Background: an optimization exercise with open tools, aiming at small area, a short achievable clock period and few clock cycles. Do not read the settings as production practice. RTL that was checked went through simulation tests only; none was proved equivalent to the original. Power is estimated from default activity; no workload was simulated.

==> flow/design.v <==
`timescale 1ns / 1ps
module full_reciprocal(
input logic clk,
input logic rst,  
input logic start,
output logic ready,
input logic [15:0] input0,
output logic [23:0] output0  
);
localparam int FL = 16;           
localparam int XW = FL - 1;       
localparam int KMAX = 1 << (20 - FL);
logic          busy;
logic [XW-1:0] x;      
logic [XW:0]   p;      
logic [19:0]   q;      
logic [19:0]   res;    
assign output0 = {4'b0, res};
logic fast;
assign fast = |input0[15:FL-1];
logic [KMAX+1:8] t;    
always_comb begin
	for (int k = 8; k <= KMAX; k++) t[k] = ({4'b0, input0} <= 20'(524288 / k));
	t[KMAX+1] = 1'b0;
end
logic [19:0] fq;
always_comb begin
	fq = '0;
	for (int k = 8; k <= KMAX; k++)
		if (t[k] & ~t[k+1]) fq = fq | 20'(k);
end
logic [XW:0] p0;
always_comb begin
	logic any;
	any = 1'b0;
	for (int i = XW; i >= 1; i--) begin
		p0[i] = input0[i-1] & ~any;
		any = any | input0[i-1];
	end
	p0[0] = ~any;
end
logic [XW+1:0] diff;
logic          qb;
logic [XW-1:0] r;
assign diff = {1'b0, p} - {2'b0, x};
assign qb   = ~diff[XW+1];
assign r    = qb ? diff[XW-1:0] : p[XW-1:0];
logic        pow2;
logic [19:0] xrev;
always_ff @(posedge clk) pow2 <= (x & (x - 1'b1)) == '0;
always_comb begin
	xrev = '0;
	for (int i = 0; i < XW; i++) xrev[19-i] = x[i];
end
logic done;
assign done = busy & q[19];
always_ff @(posedge clk) begin
	if (!busy) begin
		x <= input0[XW-1:0];
		p <= p0;
		q <= {{(19-XW){1'b0}}, p0};
	end else begin
		p <= {r, 1'b0};
		q <= {q[18:0], qb};
	end
	if (!rst) begin
		if (done)
			res <= pow2 ? xrev : {q[18:0], qb};
		else if (!busy && start && fast)
			res <= fq;
	end
	if (rst) begin
		busy  <= 1'b0;
		ready <= 1'b0;
	end else begin
		busy  <= busy ? ~q[19] : start & ~fast;
		ready <= done | (~busy & start & fast);
	end
end
endmodule
clock: 8.0 ns
lec_check: 0
cap_margin: 20
core_margin: 2
core_utilization: 40
slew_margin: 20
standard.sh (not shown) runs the stock make flow with config.mk's settings and CLKGATE_MAP_FILE= SYNTH_SCRIPT=/design/flow/synth_recipe.tcl, a recipe that flattens the netlist after the stock synthesis.
==> flow/flow/run.sh <==
#!/bin/bash
set -euo pipefail
MARGIN=$(cat flow/margin.txt)
bash standard.sh SETUP_SLACK_MARGIN=$MARGIN finish > standard_flow.log 2>&1
==> flow/flow/margin.txt <==
5.5
Testbench counts at the start, summed over its fixed seeds: cycles 4,975.
==> next run, changes <==
==> flow/design.v (replaced) <==
`timescale 1ns / 1ps
module full_reciprocal(
input logic clk,
input logic rst,  
input logic start,
output logic ready,
input logic [15:0] input0,
output logic [23:0] output0  
);
localparam int FL = 15;           
localparam int XW = FL - 1;       
localparam int KMAX = 1 << (20 - FL);
logic          busy;   
logic          first;  
logic [15:0]   x;      
logic [XW:0]   p;      
logic [19:0]   q;      
logic [19:0]   res;    
assign output0 = {4'b0, res};
logic fast;
assign fast = |x[15:FL-1];
logic [KMAX+1:8] t;    
always_comb begin
	for (int k = 8; k <= KMAX; k++) t[k] = ({4'b0, x} <= 20'(524288 / k));
	t[KMAX+1] = 1'b0;
end
logic [19:0] fq;
always_comb begin
	fq = '0;
	for (int k = 8; k <= KMAX; k++)
		if (t[k] & ~t[k+1]) fq = fq | 20'(k);
end
logic [XW-1:0] xs;     
logic [XW-1:0] msk;    
logic [XW-1:0] msb;    
assign xs = x[XW-1:0];
always_comb begin
	msk[XW-1] = xs[XW-1];
	for (int i = XW-2; i >= 0; i--) msk[i] = msk[i+1] | xs[i];
	msb = xs & ~(msk >> 1);
end
logic [XW-1:0] r1;
assign r1 = (-xs) & msk;
logic [XW+1:0] diff;
logic          qb;
logic [XW-1:0] r;
assign diff = {1'b0, p} - {2'b0, xs};
assign qb   = ~diff[XW+1];
assign r    = qb ? diff[XW-1:0] : p[XW-1:0];
logic        pow2;
logic [19:0] xrev;
always_ff @(posedge clk) pow2 <= (xs & (xs - 1'b1)) == '0;
always_comb begin
	xrev = '0;
	for (int i = 0; i < XW; i++) xrev[19-i] = xs[i];
end
logic fdone, sdone;
assign fdone = first & fast;
assign sdone = busy & ~first & q[19];
always_ff @(posedge clk) begin
	if (!busy)
		x <= input0;
	if (first) begin
		p <= {r1, 1'b0};
		q <= {{(18-XW){1'b0}}, msb, 2'b01};
	end else begin
		p <= {r, 1'b0};
		q <= {q[18:0], qb};
	end
	if (!rst) begin
		if (sdone)
			res <= pow2 ? xrev : {q[18:0], qb};
		else if (fdone)
			res <= fq;
	end
	if (rst) begin
		busy  <= 1'b0;
		first <= 1'b0;
		ready <= 1'b0;
	end else begin
		busy  <= busy ? ~(fdone | sdone) : start;
		first <= ~busy & start;
		ready <= fdone | sdone;
	end
end
endmodule
=> Total power goes up by 100%. Synthesized cell count came out higher by 44%. Die area rose by 31%. Worst setup slack improved by 0.31 ns. Count of clock-buffer cells in the layout went down by 2. Flip-flop and latch count stays the same.
No functional check of the RTL was part of the second run of this note.

static timing again, ports no longer ideal:
The results above use ideal ports. As a check the final layouts listed here were re-extracted and re-timed, cells and wires unchanged.
Step 1, drivers: a clkbuf_16 drives clk and a buf_2 each remaining input, both assumed.
Step 2 times the ports against the registers' clock, not the clock port: input delays grow and output delays shrink by t, the midpoint of the rising clock arrivals with the driver on.
Three values: ideal, step 1, step 2; two values: the first two.
run | t (ns) | slack for setup (ns) | hold slack, ns | worst setup path at the end | worst register clock-pin slew, ns
the first run | 0.378 | 5.038 / 5.024 / 4.647 | 0.463 / 0.463 / 0.463 | input to register | 0.08 / 0.08
the second run | 0.398 | 5.349 / 5.349 / 5.157 | 0.455 / 0.455 / 0.455 | input to register | 0.07 / 0.07
After both steps every run listed still meets setup and hold. The setup slack of the first run, which loses most, moves by -0.014 ns with the drivers and by -0.391 ns with both steps.
